This is an optimization exercise on Yosys and OpenROAD, whose aim is small area, a short achievable clock period and few clock cycles per item, not a production implementation.
Function was checked by simulation only, so behaviour that the tests miss may differ from the original.
No activity file was given, so power comes from the tool's default toggle rates.

### flow/config.mk
export PLATFORM = sky130hd
export DESIGN_NAME = axilxbar
export DESIGN_NICKNAME = axilxbar
export VERILOG_FILES = /design/flow/design.v
export SDC_FILE = /design/flow/constraint.sdc
export NUM_CORES = 4
export LEC_CHECK = 0
export CAP_MARGIN = 20
export CORE_AREA = 4 4 356 356
export DIE_AREA = 0 0 360 360
export PLACE_DENSITY = 0.6
export SETUP_SLACK_MARGIN = 0.3
export SLEW_MARGIN = 20
### flow/constraint.sdc
create_clock -name core_clock -period 5.5 [get_ports {S_AXI_ACLK}]
set_input_delay 1.1000 -clock core_clock [delete_from_list [all_inputs] [get_ports {S_AXI_ACLK}]]
set_output_delay 1.1000 -clock core_clock [all_outputs]
set_load 0.01 [all_outputs]
### flow/design.v
`resetall
`timescale 1ns / 1ps
`default_nettype none
module skidbuffer #(
		parameter	[0:0]	OPT_LOWPOWER = 0,
		parameter	[0:0]	OPT_OUTREG = 1,
		parameter	[0:0]	OPT_PASSTHROUGH = 0,
		parameter		DW = 8,
		parameter	[0:0]	OPT_INITIAL = 1'b1
	) (
		input	wire			i_clk, i_reset,
		input	wire			i_valid,
		output	wire			o_ready,
		input	wire	[DW-1:0]	i_data,
		output	wire			o_valid,
		input	wire			i_ready,
		output	reg	[DW-1:0]	o_data
	);
	wire	[DW-1:0]	w_data;
	generate if (OPT_PASSTHROUGH)
	begin : PASSTHROUGH
		assign	{ o_valid, o_ready } = { i_valid, i_ready };
		always @(*)
		if (!i_valid && OPT_LOWPOWER)
			o_data = 0;
		else
			o_data = i_data;
		assign	w_data = 0;
		/*verilator lint_off UNUSED*/
		wire	unused_passthrough;
		assign	unused_passthrough = &{ 1'b0, i_clk, i_reset };
		/*verilator lint_on UNUSED*/
	end else begin : LOGIC
		reg			r_valid;
		reg	[DW-1:0]	r_data;
		always @(posedge i_clk)
		if (i_reset)
			r_valid <= 0;
		else if ((i_valid && o_ready) && (o_valid && !i_ready))
			r_valid <= 1;
		else if (i_ready)
			r_valid <= 0;
		always @(posedge i_clk)
		if (OPT_LOWPOWER && i_reset)
			r_data <= 0;
		else if (OPT_LOWPOWER && (!o_valid || i_ready))
			r_data <= 0;
		else if ((!OPT_LOWPOWER || !OPT_OUTREG || i_valid) && o_ready)
			r_data <= i_data;
		assign	w_data = r_data;
		assign o_ready = !r_valid;
		if (!OPT_OUTREG)
		begin : NET_OUTPUT
			assign	o_valid = !i_reset && (i_valid || r_valid);
			always @(*)
			if (r_valid)
				o_data = r_data;
			else if (!OPT_LOWPOWER || i_valid)
				o_data = i_data;
			else
				o_data = 0;
		end else begin : REG_OUTPUT
			reg	ro_valid;
			always @(posedge i_clk)
			if (i_reset)
				ro_valid <= 0;
			else if (!o_valid || i_ready)
				ro_valid <= (i_valid || r_valid);
			assign	o_valid = ro_valid;
			always @(posedge i_clk)
			if (OPT_LOWPOWER && i_reset)
				o_data <= 0;
			else if (!o_valid || i_ready)
			begin
				if (r_valid)
					o_data <= r_data;
				else if (!OPT_LOWPOWER || i_valid)
					o_data <= i_data;
				else
					o_data <= 0;
			end
		end
	end endgenerate
	/*verilator lint_off UNUSED*/
	wire	unused;
	assign	unused = &{ 1'b0, w_data };
	/*verilator lint_on UNUSED*/
endmodule
`resetall
`timescale 1ns / 1ps
`default_nettype	none
module	addrdecode #(
		parameter	NS=8,
		parameter	AW = 32, DW=32+32/8+1+1,
		parameter	[NS*AW-1:0]	SLAVE_ADDR = {
				{ 3'b111,  {(AW-3){1'b0}} },
				{ 3'b110,  {(AW-3){1'b0}} },
				{ 3'b101,  {(AW-3){1'b0}} },
				{ 3'b100,  {(AW-3){1'b0}} },
				{ 3'b011,  {(AW-3){1'b0}} },
				{ 3'b010,  {(AW-3){1'b0}} },
				{ 4'b0010, {(AW-4){1'b0}} },
				{ 4'b0000, {(AW-4){1'b0}} }},
		parameter	[NS*AW-1:0]	SLAVE_MASK = (NS <= 1) ? 0
			: { {(NS-2){ 3'b111, {(AW-3){1'b0}} }},
				{(2){ 4'b1111, {(AW-4){1'b0}} }} },
		parameter	[NS-1:0]	ACCESS_ALLOWED = -1,
		parameter [0:0]	OPT_REGISTERED = 0,
		parameter [0:0]	OPT_LOWPOWER = 0
	) (
		input	wire			i_clk, i_reset,
		input	wire			i_valid,
		output	reg			o_stall,
		input	wire	[AW-1:0]	i_addr,
		input	wire	[DW-1:0]	i_data,
		output	reg			o_valid,
		input	wire			i_stall,
		output	reg	[NS:0]		o_decode,
		output	reg	[AW-1:0]	o_addr,
		output	reg	[DW-1:0]	o_data
	);
	localparam [0:0] OPT_NONESEL = (!ACCESS_ALLOWED[0])
					|| (SLAVE_MASK[AW-1:0] != 0);
	wire	[NS:0]		request;
	reg	[NS-1:0]	prerequest;
	integer			iM;
	always @(*)
	for(iM=0; iM<NS; iM=iM+1)
		prerequest[iM] = (((i_addr ^ SLAVE_ADDR[iM*AW +: AW])
				&SLAVE_MASK[iM*AW +: AW])==0)
			&&(ACCESS_ALLOWED[iM]);
	generate if (OPT_NONESEL)
	begin : NO_DEFAULT_REQUEST
		reg	[NS-1:0]	r_request;
		always @(*)
		begin
			for(iM=0; iM<NS; iM=iM+1)
				r_request[iM] = i_valid && prerequest[iM];
			if (!OPT_NONESEL && (NS > 1 && |prerequest[NS-1:1]))
				r_request[0] = 1'b0;
		end
		assign	request[NS-1:0] = r_request;
	end else if (NS == 1)
	begin : SINGLE_SLAVE
		assign request[0] = i_valid;
	end else begin : GENERAL_CASE
		reg	[NS-1:0]	r_request;
		always @(*)
		begin
			for(iM=0; iM<NS; iM=iM+1)
				r_request[iM] = i_valid && prerequest[iM];
			if (!OPT_NONESEL && (NS > 1 && |prerequest[NS-1:1]))
				r_request[0] = 1'b0;
		end
		assign	request[NS-1:0] = r_request;
	end endgenerate
	generate if (OPT_NONESEL)
	begin : GENERATE_NONSEL_SLAVE
		reg	r_request_NS, r_none_sel;
		always @(*)
		begin
			r_none_sel = i_valid && (prerequest == 0);
			r_request_NS = r_none_sel;
		end
		assign request[NS] = r_request_NS;
	end else begin : NO_NONESEL_SLAVE
		assign request[NS] = 1'b0;
	end endgenerate
	generate if (OPT_REGISTERED)
	begin : GEN_REG_OUTPUTS
		always @(posedge i_clk)
		if (i_reset)
			o_valid <= 0;
		else if (!o_stall)
			o_valid <= i_valid;
		always @(posedge i_clk)
		if (i_reset && OPT_LOWPOWER)
		begin
			o_addr   <= 0;
			o_data   <= 0;
		end else if ((!o_valid || !i_stall)
				 && (i_valid || !OPT_LOWPOWER))
		begin
			o_addr   <= i_addr;
			o_data   <= i_data;
		end else if (OPT_LOWPOWER && !i_stall)
		begin
			o_addr   <= 0;
			o_data   <= 0;
		end
		always @(posedge i_clk)
		if (i_reset)
			o_decode <= 0;
		else if ((!o_valid || !i_stall)
				 && (i_valid || !OPT_LOWPOWER))
			o_decode <= request;
		else if (OPT_LOWPOWER && !i_stall)
			o_decode <= 0;
		always @(*)
			o_stall = (o_valid && i_stall);
	end else begin : GEN_COMBINATORIAL_OUTPUTS
		always @(*)
		begin
			o_valid = i_valid;
			o_stall = i_stall;
			o_addr  = i_addr;
			o_data  = i_data;
			o_decode = request;
		end
		/*verilator lint_off UNUSED*/
		wire	unused;
		assign	unused = &{ 1'b0,
				i_clk,
				i_reset };
		/*verilator lint_on UNUSED*/
	end endgenerate
endmodule
`default_nettype wire
`default_nettype none
module	axilxbar #(
		parameter integer C_AXI_DATA_WIDTH = 32,
		parameter integer C_AXI_ADDR_WIDTH = 32,
		parameter	NM = 4,
		parameter	NS = 8
	) (
		input	wire	S_AXI_ACLK,
		input	wire	S_AXI_ARESETN,
		input	wire	[NM-1:0]			S_AXI_AWVALID,
		output	wire	[NM-1:0]			S_AXI_AWREADY,
		input	wire	[NM*C_AXI_ADDR_WIDTH-1:0]	S_AXI_AWADDR,
		input	wire	[NM*3-1:0]			S_AXI_AWPROT,
		input	wire	[NM-1:0]			S_AXI_WVALID,
		output	wire	[NM-1:0]			S_AXI_WREADY,
		input	wire	[NM*C_AXI_DATA_WIDTH-1:0]	S_AXI_WDATA,
		input	wire	[NM*C_AXI_DATA_WIDTH/8-1:0]	S_AXI_WSTRB,
		output	wire	[NM-1:0]			S_AXI_BVALID,
		input	wire	[NM-1:0]			S_AXI_BREADY,
		output	wire	[NM*2-1:0]			S_AXI_BRESP,
		input	wire	[NM-1:0]			S_AXI_ARVALID,
		output	wire	[NM-1:0]			S_AXI_ARREADY,
		input	wire	[NM*C_AXI_ADDR_WIDTH-1:0]	S_AXI_ARADDR,
		input	wire	[NM*3-1:0]			S_AXI_ARPROT,
		output	wire	[NM-1:0]			S_AXI_RVALID,
		input	wire	[NM-1:0]			S_AXI_RREADY,
		output	wire	[NM*C_AXI_DATA_WIDTH-1:0]	S_AXI_RDATA,
		output	wire	[NM*2-1:0]			S_AXI_RRESP,
		output	wire	[NS*C_AXI_ADDR_WIDTH-1:0]	M_AXI_AWADDR,
		output	wire	[NS*3-1:0]			M_AXI_AWPROT,
		output	wire	[NS-1:0]			M_AXI_AWVALID,
		input	wire	[NS-1:0]			M_AXI_AWREADY,
		output	wire	[NS*C_AXI_DATA_WIDTH-1:0]	M_AXI_WDATA,
		output	wire	[NS*C_AXI_DATA_WIDTH/8-1:0]	M_AXI_WSTRB,
		output	wire	[NS-1:0]			M_AXI_WVALID,
		input	wire	[NS-1:0]			M_AXI_WREADY,
		input	wire	[NS*2-1:0]			M_AXI_BRESP,
		input	wire	[NS-1:0]			M_AXI_BVALID,
		output	wire	[NS-1:0]			M_AXI_BREADY,
		output	wire	[NS*C_AXI_ADDR_WIDTH-1:0]	M_AXI_ARADDR,
		output	wire	[NS*3-1:0]			M_AXI_ARPROT,
		output	wire	[NS-1:0]			M_AXI_ARVALID,
		input	wire	[NS-1:0]			M_AXI_ARREADY,
		input	wire	[NS*C_AXI_DATA_WIDTH-1:0]	M_AXI_RDATA,
		input	wire	[NS*2-1:0]			M_AXI_RRESP,
		input	wire	[NS-1:0]			M_AXI_RVALID,
		output	wire	[NS-1:0]			M_AXI_RREADY
	);
	localparam	AW = C_AXI_ADDR_WIDTH;
	localparam	DW = C_AXI_DATA_WIDTH;
	localparam	SW = DW/8;
	localparam	NT = NS+1;	 
	localparam	ERR = NS;
	integer	m, s, j;
	function [NT-1:0] decode;
		input	[3:0]	a;
		integer	k;
		begin
			decode[0] = (a == 4'b0000);
			decode[1] = (a == 4'b0001);
			for(k=2; k<NS; k=k+1)
				decode[k] = (a[3:1] == k);
			decode[ERR] = (a[3:1] == 3'b001);
		end
	endfunction
	reg	[2:0]		awserved	[0:NM-1];
	reg	[2:0]		arserved	[0:NM-1];
	reg	[NM-1:0]	awpri	[0:NM-1];	 
	reg	[NM-1:0]	arpri	[0:NM-1];
	reg	[2:0]		nserved;
	always @(*)
	for(j=0; j<NM; j=j+1)
	for(m=0; m<NM; m=m+1)
	begin
		awpri[j][m] = (awserved[j] < awserved[m])
			|| (awserved[j] == awserved[m] && j < m);
		arpri[j][m] = (arserved[j] < arserved[m])
			|| (arserved[j] == arserved[m] && j < m);
	end
	always @(posedge S_AXI_ACLK)
	if (!S_AXI_ARESETN)
	begin
		for(m=0; m<NM; m=m+1)
		begin
			awserved[m] <= 0;
			arserved[m] <= 0;
		end
	end else begin
		for(m=0; m<NM; m=m+1)
		begin
			nserved = awserved[m];
			if (awhs[m] && nserved != 7)
				nserved = nserved + 1;
			if (awserved[0] != 0 && awserved[1] != 0
				&& awserved[2] != 0 && awserved[3] != 0)
				nserved = nserved - 1;
			awserved[m] <= nserved;
			nserved = arserved[m];
			if (arhs[m] && nserved != 7)
				nserved = nserved + 1;
			if (arserved[0] != 0 && arserved[1] != 0
				&& arserved[2] != 0 && arserved[3] != 0)
				nserved = nserved - 1;
			arserved[m] <= nserved;
		end
	end
	reg	[NM-1:0]	wmv0, wmv1, wmd0, wmd1;
	reg	[3:0]		wmt0	[0:NM-1];
	reg	[3:0]		wmt1	[0:NM-1];
	reg	[NM-1:0]	wmlead;			 
	reg	[NS-1:0]	wsv0, wsv1, wsd0, wsd1;
	reg	[1:0]		wsm0	[0:NS-1];
	reg	[1:0]		wsm1	[0:NS-1];
	reg	[NS-1:0]	wslead;
	reg	[NS-1:0]	awlock;			 
	reg	[1:0]		awptr	[0:NS-1];	 
	reg	[NT-1:0]	awdec	[0:NM-1];
	reg	[NT-1:0]	awelig	[0:NM-1];
	reg	[NT-1:0]	awcand	[0:NM-1];
	reg	[NT-1:0]	awgrant	[0:NM-1];
	reg	[NT-1:0]	wsel	[0:NM-1];
	reg	[NT-1:0]	bsel	[0:NM-1];
	reg	[NM-1:0]	awready, wready, awhs, whs, bvalid, bhs;
	reg	[NM-1:0]	wmneed, wmnew;
	reg	[NS-1:0]	mawvalid, mawhs, mwvalid, mwhs, mbready, mbhs;
	reg	[NS-1:0]	wsneed;
	reg	[1:0]		bresp	[0:NM-1];
	reg	[3:0]		wtgt	[0:NM-1];	 
	reg	[1:0]		wmst	[0:NS-1];	 
	reg	[NS-1:0]	wsnew;
	reg	[3:0]		newt	[0:NM-1];
	reg	[1:0]		newm	[0:NS-1];
	always @(*)
	begin
		for(m=0; m<NM; m=m+1)
		begin
			wmneed[m] = (wmv0[m] && !wmd0[m]) || (wmv1[m] && !wmd1[m]);
			wtgt[m] = (!wmd0[m]) ? wmt0[m] : wmt1[m];
		end
		for(s=0; s<NS; s=s+1)
		begin
			wsneed[s] = (wsv0[s] && !wsd0[s]) || (wsv1[s] && !wsd1[s]);
			wmst[s] = (!wsd0[s]) ? wsm0[s] : wsm1[s];
		end
		for(m=0; m<NM; m=m+1)
		begin
			for(s=0; s<NS; s=s+1)
				awelig[m][s] = !wmv1[m] && !wsv1[s]
					&& (!awlock[s] || awptr[s] == m);
			awelig[m][ERR] = !wmv1[m];
		end
		for(m=0; m<NM; m=m+1)
		begin
			awdec[m]  = decode(S_AXI_AWADDR[m*AW+AW-4 +: 4]);
			awcand[m] = awdec[m] & awelig[m] & {(NT){S_AXI_AWVALID[m]}};
		end
		for(m=0; m<NM; m=m+1)
		begin
			for(s=0; s<NS; s=s+1)
			begin
				awgrant[m][s] = awcand[m][s];
				for(j=0; j<NM; j=j+1)
				if (j != m && awcand[j][s] && awpri[j][m])
					awgrant[m][s] = 1'b0;
			end
			awgrant[m][ERR] = awcand[m][ERR];
		end
		for(s=0; s<NS; s=s+1)
		begin
			mawvalid[s] = 1'b0;
			for(m=0; m<NM; m=m+1)
				mawvalid[s] = mawvalid[s] || awgrant[m][s];
			mawhs[s] = mawvalid[s] && M_AXI_AWREADY[s];
		end
		for(m=0; m<NM; m=m+1)
		begin
			awready[m] = awgrant[m][ERR]
				|| |(awgrant[m][NS-1:0] & M_AXI_AWREADY);
			awhs[m] = awready[m];
			wsel[m] = 0;
			if (wmneed[m])
			begin
				if (wtgt[m] == ERR)
					wsel[m][ERR] = 1'b1;
				for(s=0; s<NS; s=s+1)
				if (wtgt[m] == s && wsneed[s] && wmst[s] == m)
					wsel[m][s] = 1'b1;
			end else if (!wmlead[m])
			begin
				wsel[m][ERR] = awgrant[m][ERR];
				for(s=0; s<NS; s=s+1)
					wsel[m][s] = awgrant[m][s] && !wsneed[s]
							&& !wslead[s];
			end
			wready[m] = wsel[m][ERR]
				|| |(wsel[m][NS-1:0] & M_AXI_WREADY);
			whs[m] = wready[m] && S_AXI_WVALID[m];
			wmnew[m] = whs[m] && !wmneed[m];
			bsel[m] = 0;
			if (wmv0[m])
			begin
				if (wmt0[m] == ERR)
					bsel[m][ERR] = wmd0[m];
				for(s=0; s<NS; s=s+1)
				if (wmt0[m] == s && wsv0[s] && wsm0[s] == m)
					bsel[m][s] = 1'b1;
			end
			bvalid[m] = bsel[m][ERR]
				|| |(bsel[m][NS-1:0] & M_AXI_BVALID);
			bhs[m] = bvalid[m] && S_AXI_BREADY[m];
			bresp[m] = bsel[m][ERR] ? 2'b11 : 2'b00;
			for(s=0; s<NS; s=s+1)
				bresp[m] = bresp[m]
					| (M_AXI_BRESP[s*2 +: 2] & {(2){bsel[m][s]}});
			newt[m] = 0;
			for(s=0; s<NT; s=s+1)
			if (awgrant[m][s])
				newt[m] = newt[m] | s;
		end
		for(s=0; s<NS; s=s+1)
		begin
			mwvalid[s] = 1'b0;
			mbready[s] = 1'b0;
			wsnew[s] = 1'b0;
			newm[s] = 0;
			for(m=0; m<NM; m=m+1)
			begin
				mwvalid[s] = mwvalid[s]
					|| (wsel[m][s] && S_AXI_WVALID[m]);
				mbready[s] = mbready[s]
					|| (bsel[m][s] && S_AXI_BREADY[m]);
				if (awgrant[m][s])
					newm[s] = newm[s] | m;
			end
			mwhs[s] = mwvalid[s] && M_AXI_WREADY[s];
			mbhs[s] = mbready[s] && M_AXI_BVALID[s];
			wsnew[s] = mwhs[s] && !wsneed[s];
		end
	end
	reg	v0, v1, d0, d1;
	always @(posedge S_AXI_ACLK)
	begin
		for(m=0; m<NM; m=m+1)
		begin
			v0 = wmv0[m]; v1 = wmv1[m]; d0 = wmd0[m]; d1 = wmd1[m];
			if (bhs[m])
			begin
				v0 = v1; d0 = d1; v1 = 1'b0;
				wmt0[m] <= wmt1[m];
			end
			if (whs[m] && !wmnew[m])
			begin
				if (!d0) d0 = 1'b1; else d1 = 1'b1;
			end
			if (awhs[m])
			begin
				if (!v0)
				begin
					v0 = 1'b1; d0 = wmnew[m] || wmlead[m];
					wmt0[m] <= newt[m];
				end else begin
					v1 = 1'b1; d1 = wmnew[m] || wmlead[m];
					wmt1[m] <= newt[m];
				end
			end
			if (!S_AXI_ARESETN)
			begin
				v0 = 1'b0; v1 = 1'b0; wmlead[m] <= 1'b0;
			end else if (wmnew[m] && !awhs[m])
				wmlead[m] <= 1'b1;
			else if (awhs[m])
				wmlead[m] <= 1'b0;
			wmv0[m] <= v0; wmv1[m] <= v1; wmd0[m] <= d0; wmd1[m] <= d1;
		end
		for(s=0; s<NS; s=s+1)
		begin
			v0 = wsv0[s]; v1 = wsv1[s]; d0 = wsd0[s]; d1 = wsd1[s];
			if (mbhs[s])
			begin
				v0 = v1; d0 = d1; v1 = 1'b0;
				wsm0[s] <= wsm1[s];
			end
			if (mwhs[s] && !wsnew[s])
			begin
				if (!d0) d0 = 1'b1; else d1 = 1'b1;
			end
			if (mawhs[s])
			begin
				if (!v0)
				begin
					v0 = 1'b1; d0 = wsnew[s] || wslead[s];
					wsm0[s] <= newm[s];
				end else begin
					v1 = 1'b1; d1 = wsnew[s] || wslead[s];
					wsm1[s] <= newm[s];
				end
			end
			if (!S_AXI_ARESETN)
			begin
				v0 = 1'b0; v1 = 1'b0; wslead[s] <= 1'b0;
				awlock[s] <= 1'b0; awptr[s] <= 0;
			end else begin
				if (wsnew[s] && !mawhs[s])
					wslead[s] <= 1'b1;
				else if (mawhs[s])
					wslead[s] <= 1'b0;
				awlock[s] <= mawvalid[s] && !M_AXI_AWREADY[s];
				if (mawvalid[s])
					awptr[s] <= newm[s];
			end
			wsv0[s] <= v0; wsv1[s] <= v1; wsd0[s] <= d0; wsd1[s] <= d1;
		end
	end
	reg	[NM-1:0]	rmv0, rmv1;
	reg	[3:0]		rmt0	[0:NM-1];
	reg	[3:0]		rmt1	[0:NM-1];
	reg	[NS-1:0]	rsv0, rsv1;
	reg	[1:0]		rsm0	[0:NS-1];
	reg	[1:0]		rsm1	[0:NS-1];
	reg	[NS-1:0]	arlock;
	reg	[1:0]		arptr	[0:NS-1];
	reg	[NT-1:0]	ardec	[0:NM-1];
	reg	[NT-1:0]	arelig	[0:NM-1];
	reg	[NT-1:0]	arcand	[0:NM-1];
	reg	[NT-1:0]	argrant	[0:NM-1];
	reg	[NT-1:0]	rsel	[0:NM-1];
	reg	[NM-1:0]	arready, arhs, rvalid, rhs;
	reg	[NS-1:0]	marvalid, marhs, mrready, mrhs;
	reg	[1:0]		rresp	[0:NM-1];
	reg	[DW-1:0]	rdata	[0:NM-1];
	reg	[3:0]		rnewt	[0:NM-1];
	reg	[1:0]		rnewm	[0:NS-1];
	always @(*)
	begin
		for(m=0; m<NM; m=m+1)
		begin
			for(s=0; s<NS; s=s+1)
				arelig[m][s] = !rmv1[m] && !rsv1[s]
					&& (!arlock[s] || arptr[s] == m);
			arelig[m][ERR] = !rmv1[m];
		end
		for(m=0; m<NM; m=m+1)
		begin
			ardec[m]  = decode(S_AXI_ARADDR[m*AW+AW-4 +: 4]);
			arcand[m] = ardec[m] & arelig[m] & {(NT){S_AXI_ARVALID[m]}};
		end
		for(m=0; m<NM; m=m+1)
		begin
			for(s=0; s<NS; s=s+1)
			begin
				argrant[m][s] = arcand[m][s];
				for(j=0; j<NM; j=j+1)
				if (j != m && arcand[j][s] && arpri[j][m])
					argrant[m][s] = 1'b0;
			end
			argrant[m][ERR] = arcand[m][ERR];
		end
		for(s=0; s<NS; s=s+1)
		begin
			marvalid[s] = 1'b0;
			rnewm[s] = 0;
			for(m=0; m<NM; m=m+1)
			begin
				marvalid[s] = marvalid[s] || argrant[m][s];
				if (argrant[m][s])
					rnewm[s] = rnewm[s] | m;
			end
			marhs[s] = marvalid[s] && M_AXI_ARREADY[s];
		end
		for(m=0; m<NM; m=m+1)
		begin
			arready[m] = argrant[m][ERR]
				|| |(argrant[m][NS-1:0] & M_AXI_ARREADY);
			arhs[m] = arready[m];
			rnewt[m] = 0;
			for(s=0; s<NT; s=s+1)
			if (argrant[m][s])
				rnewt[m] = rnewt[m] | s;
			rsel[m] = 0;
			if (rmv0[m])
			begin
				if (rmt0[m] == ERR)
					rsel[m][ERR] = 1'b1;
				for(s=0; s<NS; s=s+1)
				if (rmt0[m] == s && rsv0[s] && rsm0[s] == m)
					rsel[m][s] = 1'b1;
			end
			rvalid[m] = rsel[m][ERR]
				|| |(rsel[m][NS-1:0] & M_AXI_RVALID);
			rhs[m] = rvalid[m] && S_AXI_RREADY[m];
			rresp[m] = rsel[m][ERR] ? 2'b11 : 2'b00;
			rdata[m] = 0;
			for(s=0; s<NS; s=s+1)
			begin
				rresp[m] = rresp[m]
					| (M_AXI_RRESP[s*2 +: 2] & {(2){rsel[m][s]}});
				rdata[m] = rdata[m]
					| (M_AXI_RDATA[s*DW +: DW] & {(DW){rsel[m][s]}});
			end
		end
		for(s=0; s<NS; s=s+1)
		begin
			mrready[s] = 1'b0;
			for(m=0; m<NM; m=m+1)
				mrready[s] = mrready[s]
					|| (rsel[m][s] && S_AXI_RREADY[m]);
			mrhs[s] = mrready[s] && M_AXI_RVALID[s];
		end
	end
	reg	u0, u1;
	always @(posedge S_AXI_ACLK)
	begin
		for(m=0; m<NM; m=m+1)
		begin
			u0 = rmv0[m]; u1 = rmv1[m];
			if (rhs[m])
			begin
				u0 = u1; u1 = 1'b0;
				rmt0[m] <= rmt1[m];
			end
			if (arhs[m])
			begin
				if (!u0)
				begin
					u0 = 1'b1;
					rmt0[m] <= rnewt[m];
				end else begin
					u1 = 1'b1;
					rmt1[m] <= rnewt[m];
				end
			end
			if (!S_AXI_ARESETN)
			begin
				u0 = 1'b0; u1 = 1'b0;
			end
			rmv0[m] <= u0; rmv1[m] <= u1;
		end
		for(s=0; s<NS; s=s+1)
		begin
			u0 = rsv0[s]; u1 = rsv1[s];
			if (mrhs[s])
			begin
				u0 = u1; u1 = 1'b0;
				rsm0[s] <= rsm1[s];
			end
			if (marhs[s])
			begin
				if (!u0)
				begin
					u0 = 1'b1;
					rsm0[s] <= rnewm[s];
				end else begin
					u1 = 1'b1;
					rsm1[s] <= rnewm[s];
				end
			end
			if (!S_AXI_ARESETN)
			begin
				u0 = 1'b0; u1 = 1'b0;
				arlock[s] <= 1'b0; arptr[s] <= 0;
			end else begin
				arlock[s] <= marvalid[s] && !M_AXI_ARREADY[s];
				if (marvalid[s])
					arptr[s] <= rnewm[s];
			end
			rsv0[s] <= u0; rsv1[s] <= u1;
		end
	end
	reg	[AW-1:0]	awaddr	[0:NS-1];
	reg	[2:0]		awprot	[0:NS-1];
	reg	[DW-1:0]	wdata	[0:NS-1];
	reg	[SW-1:0]	wstrb	[0:NS-1];
	reg	[AW-1:0]	araddr	[0:NS-1];
	reg	[2:0]		arprot	[0:NS-1];
	always @(*)
	for(s=0; s<NS; s=s+1)
	begin
		awaddr[s] = 0; awprot[s] = 0;
		wdata[s]  = 0; wstrb[s]  = 0;
		araddr[s] = 0; arprot[s] = 0;
		for(m=0; m<NM; m=m+1)
		begin
			if (awgrant[m][s])
			begin
				awaddr[s] = awaddr[s] | S_AXI_AWADDR[m*AW +: AW];
				awprot[s] = awprot[s] | S_AXI_AWPROT[m*3 +: 3];
			end
			if (wsel[m][s])
			begin
				wdata[s] = wdata[s] | S_AXI_WDATA[m*DW +: DW];
				wstrb[s] = wstrb[s] | S_AXI_WSTRB[m*SW +: SW];
			end
			if (argrant[m][s])
			begin
				araddr[s] = araddr[s] | S_AXI_ARADDR[m*AW +: AW];
				arprot[s] = arprot[s] | S_AXI_ARPROT[m*3 +: 3];
			end
		end
		if (s < 2)
		begin
			awaddr[s][AW-1:AW-4] = s;
			araddr[s][AW-1:AW-4] = s;
		end else begin
			awaddr[s][AW-1:AW-3] = s;
			araddr[s][AW-1:AW-3] = s;
		end
	end
	genvar	gs, gm;
	generate for(gs=0; gs<NS; gs=gs+1)
	begin : SLAVE_PORTS
		assign	M_AXI_AWVALID[gs]           = mawvalid[gs];
		assign	M_AXI_AWADDR[gs*AW +: AW]   = awaddr[gs];
		assign	M_AXI_AWPROT[gs*3 +: 3]     = awprot[gs];
		assign	M_AXI_WVALID[gs]            = mwvalid[gs];
		assign	M_AXI_WDATA[gs*DW +: DW]    = wdata[gs];
		assign	M_AXI_WSTRB[gs*SW +: SW]    = wstrb[gs];
		assign	M_AXI_BREADY[gs]            = mbready[gs];
		assign	M_AXI_ARVALID[gs]           = marvalid[gs];
		assign	M_AXI_ARADDR[gs*AW +: AW]   = araddr[gs];
		assign	M_AXI_ARPROT[gs*3 +: 3]     = arprot[gs];
		assign	M_AXI_RREADY[gs]            = mrready[gs];
	end endgenerate
	generate for(gm=0; gm<NM; gm=gm+1)
	begin : MASTER_PORTS
		assign	S_AXI_AWREADY[gm]           = awready[gm];
		assign	S_AXI_WREADY[gm]            = wready[gm];
		assign	S_AXI_BVALID[gm]            = bvalid[gm];
		assign	S_AXI_BRESP[gm*2 +: 2]      = bresp[gm];
		assign	S_AXI_ARREADY[gm]           = arready[gm];
		assign	S_AXI_RVALID[gm]            = rvalid[gm];
		assign	S_AXI_RDATA[gm*DW +: DW]    = rdata[gm];
		assign	S_AXI_RRESP[gm*2 +: 2]      = rresp[gm];
	end endgenerate
endmodule
### flow/flow/run.sh
#!/bin/bash
# Standard ORFS layout with these changes:
#  - plain buf_1 buffers on the ports (the flow still buffers every port),
#  - pins at one-track spacing, so that the die can be small, with the clock
#    pin placed first and kept clear of its neighbours.
# Each tool's output goes to a log file of its own in this folder.
set -euo pipefail
bash standard.sh \
  'BUFFER_PORTS_ARGS=-buffer_cell sky130_fd_sc_hd__buf_1' \
  'PLACE_PINS_ARGS=-min_distance 1 -min_distance_in_tracks -exclude bottom:176-184' \
  "PRE_IO_PLACEMENT_TCL=$PWD/flow/pre_io.tcl" \
  finish > make_finish.log 2>&1
### flow/flow/pre_io.tcl
# Place the clock pin first, mid-way along the bottom edge; place_pins then
# keeps the other pins out of a short stretch around it (PLACE_PINS_ARGS).
place_pin -pin_name S_AXI_ACLK -layer met2 -location {180.09 0.242} -force_to_die_boundary
### flow/standard.sh
#!/bin/bash
# synth_recipe.tcl (not shown) runs the flow's synth.tcl, then flattens the netlist and writes it again
# the make line also repeats each setting of config.mk as NAME=value (left out here)
make -C /OpenROAD-flow-scripts/flow DESIGN_CONFIG=/design/flow/config.mk WORK_HOME=/design/flow/orfs CLKGATE_MAP_FILE= SYNTH_SCRIPT=/design/flow/synth_recipe.tcl "${@:-finish}"
==> results.toml <==
[timing]
grt_setup_unrepaired = "true"
number_of_endpoints_failing_setup_at_the_final_stage = 0
period_minus_slack_ps = 5310
setup-tns-final_ps = 0
hold_viol_final = 0
clock-skew-final_ps = 44.9
final_critical_path_setup_slack_ps = 188
relSlewSlack = 0.216
worst-slew-pin-transition_ps = 1160
finalCritPeriodShare = 0.966
slew_violations = 0
fmax_ghz = 0.188

[power_and_ir_drop]
ir_drop_mv = 0.202
p_per_area_nw_per_um2 = 185
p_leak_uw = 0.0205

[cells_and_area]
final_nets = 8454
areaGrowthSynthToFinish_pct = 21.7
fin_cells = 9330
proportion_of_layout_cells_with_a_drive_suffix_above_1 = 0.0782
fin_util = 0.447
fillers = 13000
area_of_all_placed_cells_without_fillers_um2 = 54600

[floorplan]
core.rowCount = 128
area_of_the_placeable_core_um2 = 122000
initial_core_utilization = 0.367
floorplan.die_area_um2 = 130000
chipHeight_um = 360
ioPinCount = 1825
die_width_um = 360

[yosys]
async_flop_share = 0
netlist-cell-type-count = 108
syn-cell-area_um2 = 44900
synth_largest_area_cell = "sky130_fd_sc_hd__a22oi_1"
number_of_flops_mapped_to_enable_cells_by_yosys = 64
yosys_register_bits = 284
synth_flop_cell = "sky130_fd_sc_hd__dfxtp_1"
yosys_warnings = 41
ys_top_cells_by_area = "sky130_fd_sc_hd__a22oi_1, sky130_fd_sc_hd__dfxtp_1, sky130_fd_sc_hd__nand2_1"
synth_seq_area_share = 0.141
synth_area_per_cell_um2 = 6.96
synth_common_cells = "sky130_fd_sc_hd__a22oi_1, sky130_fd_sc_hd__nand2_1, sky130_fd_sc_hd__clkbuf_1"
post-synth-top-area-fraction = 0.302
synthMostInstantiatedCell = "sky130_fd_sc_hd__a22oi_1"
netlist_instances = 6450

[setup_path]
worstSetupPathType = "in -> out"
critical_path_peak_fanout = 23
crit_start = "S_AXI_AWADDR[31]"
timing.rr.start = "awserved[1][0]"
crit_arrival_ps = 4210
cpMaxStageDelayCell = "sky130_fd_sc_hd__a222oi_1"
crit_path_cell_trace = "buf_1 > and3b_1 > nand3_1 > nor3_1 > a2111oi_4 > buf_4 > a222oi_1 > nand3_1 > buf_1"
worstSetupEndpointType = "primary output"
critPathMaxStageDelay_ps = 630
ff2ff_path_depth = 16
cp.required_ps = 4400
timing.critical_path.from_type = "input pin"
r2r_setup_slack_ps = 1010
reg_to_reg_endpoint = "awserved[1][2]"

[drt]
average_wire_length_per_cell_after_detail_routing_um = 34.5
drt_pass1_iterations = 17
detail_route.wirelength_um = 322000
drc = 0
count_of_nets_left_with_antenna_violations_after_detail_routing = 0
detail_route.iter0.violations = 15200
dr_total_vias = 69200
route.detailed.vias_per_inst = 7.42

[global_routing]
grt_antenna_before_repair = 82
grt_pass1_wl_um = 458000
groute.layer.met1.usage = 0.578
grt_pass1_vias = 62900
grt_start_max_net_pins = 98
global_route.peak_usage_layer = "met2"
global_routing_usage_summed_across_all_routing_layers = 0.457
grt_use_met3 = 0.176
met2_usage = 0.646
grt_overflow = 0

[min_path]
endpoint_of_the_worst_hold_path = "arptr[2][1]"
min_from = "arptr[2][1]"
timing.hold.worst_path_depth = 2
holdCritPathClass = "reg -> reg"

[clock_network]
clkTransAtPathRegs_ps = 60
numCtsBuffers = 34
max-clock-path-buffers = 3
tritoncts = "done"
htreeDepth = 2
tritoncts_num_sinks = 284
root_buffer = "sky130_fd_sc_hd__clkbuf_16"
clk-insertion-delay-late_ps = 590

[placed_design]
post-place-ws_ps = 307
gp_routability_congestion = 1.09
detailed_place.area_um2 = 53100
post_detailed_placement_half_perimeter_wirelength_um = 222000
place.port_buffers = 1773
cell_total_after_placement = 9195

[run]
cap_violations = 0

[status]
result_of_the_run = "complete, no violations"
per-stage QoR:
| step | power [uW] | hold WS [ps] |
|---|---|---|
| 6_report | 10100 | 504 |
| 5_1_grt | 10500 | 521 |
| 4_1_cts | 9860 | 504 |
| 3_5_place_dp | 7450 | 494 |
| 3_3_place_gp | 7430 | 480 |
| 2_1_floorplan | 5420 | 455 |
cell type report:
| type | instances | area (um^2) | share of cell area |
|---|---|---|---|
| diodes | 67 | 168 | 0.00307 |
| flip-flops and latches | 284 | 6330 | 0.116 |
| multi-input cells | 5126 | 35200 | 0.645 |
| clock inverters | 16 | 219 | 0.00401 |
| well taps | 1625 | 2030 | 0.0372 |
| repair buffers | 2033 | 9230 | 0.169 |
| inverters | 133 | 500 | 0.00916 |
| clock buffers | 46 | 947 | 0.0173 |
worst max-delay path, delay by kind of cell:
| kind | cells | cell delay [ps] |
|---|---|---|
| and+or+nand+nor | 4 | 1380 |
| buffers and inverters | 3 | 960 |
| AOI/OAI and AO/OA | 2 | 760 |
cells by family after synthesis:
kind of cell             share of synthesized area
AO/OA/AOI/OAI                                0.472
XOR/XNOR                                   0.00401
adder cells (fa/ha/maj)                     0.0189
buffers and inverters                        0.100
flip-flops                                   0.141
multiplexers                                0.0391
other                                     0.000167
AND/OR/NAND/NOR                              0.225
timing repair:
action / in CTS / in global routing
hold buffers: 0 / 0
setup buffers: 0 / 5
resized for setup: 2 / 28
gates cloned: 0 / 1
endpoints found under the setup margin: 2 / 124
pin swaps: 0 / 2
report_power, final:
group	total (uW)	internal [uW]	leakage, uW	switching (uW)
clock	2410	1380	0.000561	1030
combinational	4860	1530	0.0175	3330
sequential	2860	2400	0.00237	456
registers in the layout, indices dropped and copies added (netlist names), 8 cells and up:
name      flops
arlock        8
wsm0         16
rsm1         16
wsm1         16
awptr        16
rmt0         16
wsd1          8
wsd0          8
wmt1         16
awlock        8
awserved     12
rsm0         16
wsv0          8
wmt0         16
arptr        16
rsv1          8
wslead        8
rmt1         16
arserved     12
rsv0          8
wsv1          8
cell usage in the layout (no fill, tap or decap), types with 47 or more instances in the layout:
cell type,netlist,layout
sky130_fd_sc_hd__a21oi_1,144,141
sky130_fd_sc_hd__a221o_1,81,81
sky130_fd_sc_hd__a221oi_1,62,60
sky130_fd_sc_hd__a222oi_1,94,94
sky130_fd_sc_hd__a22o_1,139,139
sky130_fd_sc_hd__a22oi_1,1805,1805
sky130_fd_sc_hd__buf_1,138,1767
sky130_fd_sc_hd__buf_12,0,47
sky130_fd_sc_hd__buf_4,73,211
sky130_fd_sc_hd__conb_1,2,52
sky130_fd_sc_hd__dfxtp_1,220,220
sky130_fd_sc_hd__diode_2,0,67
sky130_fd_sc_hd__edfxtp_1,64,64
sky130_fd_sc_hd__ha_1,68,68
sky130_fd_sc_hd__inv_1,130,130
sky130_fd_sc_hd__mux2_2,71,71
sky130_fd_sc_hd__mux2i_1,74,74
sky130_fd_sc_hd__nand2_1,1057,1056
sky130_fd_sc_hd__nand2b_1,97,97
sky130_fd_sc_hd__nand3_1,100,100
sky130_fd_sc_hd__nand4_1,122,122
sky130_fd_sc_hd__nor2_1,244,232
sky130_fd_sc_hd__nor3_1,109,91
sky130_fd_sc_hd__o21ai_0,73,73
layer usage:
metal / share of wire / wire length (um)
met4: 0.083 / 26800
met3: 0.15 / 49700
met2: 0.40 / 128000
met5: 0.0014 / 447
met1: 0.36 / 117000
how the worst max path moves through the flow:
stage,endpoint,depth (start not counted),slack (ps)
after floorplan,M_AXI_WDATA[65],11,960
after global placement,M_AXI_AWVALID[7],10,270
after detailed placement,M_AXI_WSTRB[11],10,310
after CTS,M_AXI_AWVALID[7],10,300
after global routing,M_AXI_ARADDR[96],12,260
final,S_AXI_AWREADY[2],9,190
Testbench counts, summed over its fixed seeds: cycles 1,039, items 6,144.

separate check: timing with driven ports:
The results above use ideal ports. As a check the final layout listed here was re-extracted and re-timed, cells and wires unchanged.
Step 1, drivers: a clkbuf_16 drives S_AXI_ACLK and a buf_2 each remaining input, both assumed.
Step 2 times the ports against the registers' clock, not the clock port: input delays grow and output delays shrink by t, the midpoint of the rising clock arrivals with the driver on.
Three values: ideal, step 1, step 2; two values: the first two.
shift t [ns]: 0.623
slack for setup (ns): 0.188 / 0.159 / 0.159
worst setup path after step 2: input to output
slew at the worst register clock pin (ns): 0.07 / 0.07
After both steps this run still meets setup and hold. For this run, drivers alone change the setup slack by -0.029 ns; drivers and shift together by -0.029 ns.
